This design comes from an exercise in tuning for small area on the open sky130 flow, not from production work.
Function was checked by simulation only, so behaviour that the tests miss may differ from the original.
Power and IR drop assume default switching activity.

==> flow/design.v (outline; a module is shown in full before it is edited, if it fits) <==
// module ROM_my_plane_image: 11 lines
// module ROM_enemy_plane2_image: 11 lines
// module GAME_OVER: 5 lines
// module ROM_start1_image: 5 lines
// module ROM_enemy_bullet_image: 413 lines
// module ROM_my_bullet_image: 496 lines
// module VGA_driver: 23 lines
// module VGA_rgb: 90 lines
// module plane_game_video: 44 lines
module plane_game_video(
    input clk, rst,
    input up,
    input [3:0] hited,
    input [10:0] my_plane_x, my_plane_y,
    input [10:0] my_bullet_x, my_bullet_y,
    input have_bullet_now,
    input [10:0] enemy_x, enemy_y,
    input [10:0] enemy_bullet_x, enemy_bullet_y,
    input have_enemy_bullet_now,
    output hs, vs,
    output play,
    output [11:0] rgb);
  // ...
==> flow/flow/run.sh <==
#!/bin/bash
# Standard ORFS layout, except that after the standard synthesis the
# combinational logic between the registers is re-optimised by yosys-abc
# (&deepsyn, then &nf area mapping), in four runs with different seeds of
# which the smallest is kept. Registers are left exactly as the standard
# synthesis made them (same instances, names and cells).
set -euo pipefail
HERE=$(pwd)
R=$HERE/orfs/results/sky130hd/plane_game_video/base
LIB=$FLOW_HOME/platforms/sky130hd/lib/sky130_fd_sc_hd__tt_025C_1v80.lib
DS_TIME=240

bash standard.sh synth > std_synth.log 2>&1
cp $R/1_2_yosys.v $HERE/std_netlist.v

DU=""
for c in $(sed -n '/^export DONT_USE_CELLS/,/^$/p' $FLOW_HOME/platforms/sky130hd/config.mk | tr -d '\\' | tr -s ' \t' '\n' | grep '^sky130_'); do
  DU="$DU -dont_use $c"
done

for S in 1 2 3 4; do
  echo "strash; &get -n; &deepsyn -T $DS_TIME -S $S; &nf -R 1000; &put; topo" > resynth_$S.abc
  cat > resynth_$S.ys <<EOT
read_liberty -ignore_miss_func $LIB
read_verilog $HERE/std_netlist.v
hierarchy -top $FLOW_TOP
blackbox sky130_fd_sc_hd__df* sky130_fd_sc_hd__ed* sky130_fd_sc_hd__sd* sky130_fd_sc_hd__dl*
flatten
opt_clean -purge
abc -script $HERE/resynth_$S.abc -liberty $LIB $DU
opt_clean -purge
hilomap -singleton -hicell sky130_fd_sc_hd__conb_1 HI -locell sky130_fd_sc_hd__conb_1 LO
opt_clean -purge
select $FLOW_TOP
write_verilog -noattr -nohex -nodec -selected $HERE/resynth_$S.v
EOT
  yosys -s resynth_$S.ys > resynth_$S.log 2>&1 &
done
wait

# read each result back against the cell library, check it, keep the smallest
BEST=""; BEST_AREA=""
for S in 1 2 3 4; do
  cat > resynth_check_$S.ys <<EOT
read_liberty -lib $LIB
read_verilog $HERE/resynth_$S.v
hierarchy -check -top $FLOW_TOP
check -assert -mapped
tee -o $HERE/resynth_stat_$S.txt stat -liberty $LIB
EOT
  if yosys -s resynth_check_$S.ys > resynth_check_$S.log 2>&1; then
    A=$(grep "Chip area" resynth_stat_$S.txt | awk '{print $NF}')
    echo "seed $S: area $A" >> resynth_choice.log
    if [[ -z "$BEST" ]] || awk "BEGIN{exit !($A < $BEST_AREA)}"; then BEST=$S; BEST_AREA=$A; fi
  fi
done
echo "kept seed $BEST ($BEST_AREA)" >> resynth_choice.log
cp $HERE/resynth_$BEST.v $HERE/resynth_netlist.v

cp $HERE/resynth_netlist.v $R/1_2_yosys.v
touch $R/1_2_yosys.v
rm -f $R/1_synth.odb $R/1_synth.sdc
# port buffers: the smallest buffer rather than the default pick; CTS
# without dummy loads
export BUFFER_PORTS_ARGS="-buffer_cell sky130_fd_sc_hd__buf_1"
export CTS_ARGS="-sink_clustering_enable -repair_clock_nets -dont_use_dummy_load"
bash standard.sh > standard.log 2>&1
==> flow/standard.sh <==
#!/bin/bash
# synth_recipe.tcl (not shown) runs the flow's synth.tcl, then flattens the netlist and writes it again
# the make line also repeats each setting of config.mk as NAME=value (left out here)
make -C /OpenROAD-flow-scripts/flow DESIGN_CONFIG=/design/flow/config.mk WORK_HOME=/design/flow/orfs CLKGATE_MAP_FILE= SYNTH_SCRIPT=/design/flow/synth_recipe.tcl "${@:-finish}"
==> flow/config.mk <==
export PLATFORM = sky130hd
export DESIGN_NAME = plane_game_video
export DESIGN_NICKNAME = plane_game_video
export VERILOG_FILES = /design/flow/design.v
export SDC_FILE = /design/flow/constraint.sdc
export NUM_CORES = 4
export LEC_CHECK = 0
export CAP_MARGIN = 20
export CORE_MARGIN = 2
export CORE_UTILIZATION = 50
export PLACE_DENSITY = 0.65
export SLEW_MARGIN = 20
export SYNTH_MEMORY_MAX_BITS = 32768
==> flow/constraint.sdc <==
create_clock -name core_clock -period 15.0 [get_ports {clk}]
set_input_delay 3.0000 -clock core_clock [delete_from_list [all_inputs] [get_ports {clk}]]
set_output_delay 3.0000 -clock core_clock [all_outputs]
set_load 0.01 [all_outputs]
==> impl_metrics.py, run 1 <==
metrics = {
    "outcome": {
        "outcome": "timing/DRC/antenna clean",
    },
    "die": {
        "ios": 112,
        "die_y_um": 150.8,
        "initial_core_util_pct": 51.12,
        "fp.dieW_um": 150.8,
        "nWellTaps": 275,
    },
    "clock_tree": {
        "post_cts_buffers": 0,
        "cts_hold_repair.buffers": 0,
        "clock-sinks": 117,
    },
    "yosys": {
        "yosys_warnings": 2,
        "syn_area_mm2": 0.01078,
    },
    "pwr": {
        "powerDensity_mw_per_mm2": 57.57,
        "power.share.switching_pct": 23.92,
        "pg_comb_mw": 0.0646,
        "maxPowerGroup": "clock",
    },
    "global_route": {
        "grtUsageMet1_pct": 51.40,
    },
    "min_path": {
        "whs_endpoint": "M1.hx[0]",
        "hp-class": "register to register",
    },
    "layout": {
        "signal_buffers": 136,
        "final-instance-count-excl-fill": 2030,
        "largest_class": "multi-input combinational cells",
        "multi_input_area_mm2": 0.008279,
        "seq_share_pct": 19.16,
        "largest_reg_flops": 16,
        "seq_cells": 117,
    },
    "detailed_routing": {
        "drc_errors": 0,
        "met3_length_um": 5510,
    },
    "critical_path": {
        "cp.depth": 20,
        "crit_family": "simple AND/OR/NAND/NOR gates",
        "cpMaxStageDelayCell": "a221o_1",
    },
    "placed_design": {
        "placed_cells_incl_taps": 2013,
    },
}
==> inputs of run 2 (changes only) <==
--- a/flow/flow/run.sh
+++ b/flow/flow/run.sh
@@ -8,7 +8,7 @@
 HERE=$(pwd)
 R=$HERE/orfs/results/sky130hd/plane_game_video/base
 LIB=$FLOW_HOME/platforms/sky130hd/lib/sky130_fd_sc_hd__tt_025C_1v80.lib
-DS_TIME=240
+DS_TIME=400
 
 bash standard.sh synth > std_synth.log 2>&1
 cp $R/1_2_yosys.v $HERE/std_netlist.v
@@ -60,8 +60,6 @@
 cp $HERE/resynth_netlist.v $R/1_2_yosys.v
 touch $R/1_2_yosys.v
 rm -f $R/1_synth.odb $R/1_synth.sdc
-# port buffers: the smallest buffer rather than the default pick; CTS
-# without dummy loads
 export BUFFER_PORTS_ARGS="-buffer_cell sky130_fd_sc_hd__buf_1"
-export CTS_ARGS="-sink_clustering_enable -repair_clock_nets -dont_use_dummy_load"
+export CTS_ARGS="-sink_clustering_enable -repair_clock_nets -dont_use_dummy_load -buf_list sky130_fd_sc_hd__clkbuf_8"
 bash standard.sh > standard.log 2>&1
==> impl_metrics.py, run 2 <==
metrics = {
    "global_route": {
        "first_global_vias": 12816,
        "track_usage_pct": 38.75,
        "grt.overflow.total": 0,
        "grt_max_degree": 61,
        "antenna_found_initial": 0,
        "grt_pass1_wl_um": 69420,
    },
    "critical_path": {
        "critPathMostFrequentCell": "maj3_1",
        "critical_path_class": "input port to register",
        "required_ps": 15360,
        "crit_family": "simple AND/OR/NAND/NOR gates",
        "endpoint_kind": "register",
        "cpMaxStageDelayCell": "a221o_1",
        "cp_num_buf_inv": 1,
        "arrival_ps": 8400,
        "r2r_slack_ps": 8670,
        "worstPathCellList": "buf_1 > nor2b_1 > maj3_1 > maj3_1 > maj3_1 > maj3_1 > maj3_1 > maj3_1 > or3_1 > a221o_1 > nor2_1 > and3_1 > and3_1 > and3_1 > and3_1 > and2_0 > and3_1 > and2_0 > o21bai_1 > a21oi_1",
        "critPathMaxFanout": 5,
        "critPathLaunchType": "input port",
        "slowest_delay_ps": 500,
    },
    "timing": {
        "min_period_ps": 8042,
        "layout_setup_ws_ps": 6958,
        "hold_viol_final": 0,
        "clock_skew_ps": 46.32,
        "max_freq_mhz": 124.4,
        "rsz0062_at_grt": "false",
        "slew_viol_final": 0,
        "tns_ps": 0,
        "max_slew.worst_pin.slew_ps": 1065,
        "slew_headroom_pct": 28.97,
        "post-route-period-util_pct": 53.61,
        "setup_violations": 0,
    },
    "yosys": {
        "syn_avg_cell_area_um2": 6.729,
        "synth_cells": 1602,
        "yosys_warnings": 2,
        "syn_nets": 1699,
        "syn_area_mm2": 0.01078,
    },
    "die": {
        "ios": 112,
        "initial_core_util_pct": 51.12,
        "fp.dieW_um": 150.8,
        "rows": 53,
        "fp.coreArea_mm2": 0.02109,
        "die_y_um": 150.8,
        "die_area_mm2": 0.02275,
    },
    "layout": {
        "drive_gt1_share_pct": 3.248,
        "largest_reg_flops": 16,
        "num-fill-cells": 2024,
        "final_cell_mix": "232 x nor2_1, 171 x nand2_1, 153 x a21oi_1",
        "final-instance-count-excl-fill": 2030,
        "nets": 1854,
        "n_antenna_cell": 0,
        "regMostFlops": "M2.p_st",
        "layout_commonest_cell": "nor2_1",
        "reg.largest.list": "M2.p_st: 16 flops, M2.p_gg: 15 flops",
        "utilization_pct": 57.05,
        "area_delta_synth_final_pct": 11.61,
    },
    "detailed_routing": {
        "drt_iter0_drc": 1779,
        "ant_nets": 0,
        "drt_wl_total_um": 44990,
        "num_vias": 14060,
        "wl_per_cell_um": 22.16,
        "drc_errors": 0,
        "firstDrtPassIters": 9,
        "vias_per_cell": 6.926,
    },
    "pwr": {
        "comb_power_share_pct": 10.9,
        "seqPwrFrac_pct": 53.5,
        "powerDensity_mw_per_mm2": 49.22,
        "p_leak_nw": 4.135,
        "switchingPower_mw": 0.1530,
        "power.share.switching_pct": 25.84,
        "p_total_mw": 0.5921,
        "cell_internal_pwr_mw": 0.4391,
        "vdd_drop_max_v": 0.00005878,
        "clkPwrFrac_pct": 35.5,
    },
    "clock_tree": {
        "cts.htree.levels": 4,
        "post_cts_buffers": 0,
        "clk_pin_slew_ps": 70,
        "cts_tree": "yes",
        "clock_latency_ps": 440,
        "cts_hold_repair.buffers": 0,
        "cts_buffers": 17,
        "clock-sinks": 117,
        "clock-root-buffer": "clkbuf_8",
        "clk_path_buf_depth": 2,
        "cts_resized": 0,
    },
    "placed_design": {
        "dp_hpwl_um": 32880,
        "io_buffer_count": 103,
        "placed_cells_incl_taps": 2013,
        "gp_congestion": 1.047,
        "preCtsSetupSlack_ps": 6547,
    },
    "flow_run": {
        "maxCapViolCount": 0,
    },
    "min_path": {
        "hp-class": "register to register",
    },
    "outcome": {
        "outcome": "timing/DRC/antenna clean",
    },
}
-- run 2: final timing paths --
kind,startpoint,cells past startpoint,end
setup / recovery,my_plane_y[0],20,M2.a_mp[13]
setup reg to reg,M2.eb_col[2],22,M2.rgb[1]
hold reg to reg,M1.hx[0],1,M1.hx[0]
hold / removal,M1.hx[0],1,M1.hx[0]
-- run 2: routing by layer --
layer / vias to the layer above / wire length [µm] / global-route usage (%) / part of all wire (%)
met1: 6456 / 17870 / 51.28 / 40
met4: 0 / 2342 / 18.04 / 5.2
li1: 6380 / - / - / -
met3: 215 / 5288 / 8.795 / 12
met2: 1009 / 19490 / 59.95 / 43
met5: - / 0 / 0 / 0
-- run 2: through the flow --
| step | instance area (µm²) | hold WS, ps |
|---|---|---|
| floorplan | 10780 | 423.1 |
| global placement | 11790 | 448.4 |
| detailed placement | 11790 | 455.5 |
| CTS | 12020 | 468.4 |
| global route | 12030 | 495.4 |
| finish | 12030 | 467.9 |
-- run 2: layout make-up --
| class | count | area [µm²] | area share, % |
|---|---|---|---|
| clock buffers | 17 | 234.0 | 1.945 |
| inverters | 52 | 195.2 | 1.622 |
| multi-input cells | 1433 | 8279 | 68.82 |
| flip-flops and latches | 117 | 2342 | 19.47 |
| well taps | 275 | 344.1 | 2.860 |
| repair buffers | 136 | 635.6 | 5.283 |
-- run 2: power groups by stage --
stage	combinational, mW	sequential (mW)	clock, mW
CTS	0.0640	0.317	0.212
global placement	0.0607	0.324	0
floorplan	0.0391	0.323	0
finish	0.0646	0.317	0.210
detailed placement	0.0636	0.324	0
global route	0.0717	0.318	0.226

-- static timing again, ports no longer ideal --
The results above use ideal ports. As a check the final layouts listed here were re-extracted and re-timed, cells and wires unchanged. Step 1: set_driving_cell puts a clkbuf_16 on clk and a buf_2 on each other input, an assumption about the parent block. Step 2 moves the port delays by t, midway between the first and last clock arrival at a register: inputs arrive t later, outputs are due t later. That takes back most of the time a late clock gives input paths. Slacks: ideal / step 1 / step 2; pairs: ideal / step 1.
| run | t (ns) | setup slack, ns | slew at the worst register clock pin (ns) |
|---|---|---|---|
| run 1 | 0.455 | 6.924 / 6.954 / 6.499 | 0.07 / 0.07 |
| run 2 | 0.465 | 6.958 / 6.985 / 6.520 | 0.09 / 0.09 |
After both steps setup and hold are still met in every run listed. The setup slack of run 2, which loses most, moves by +0.027 ns with the drivers and by -0.438 ns with both steps.
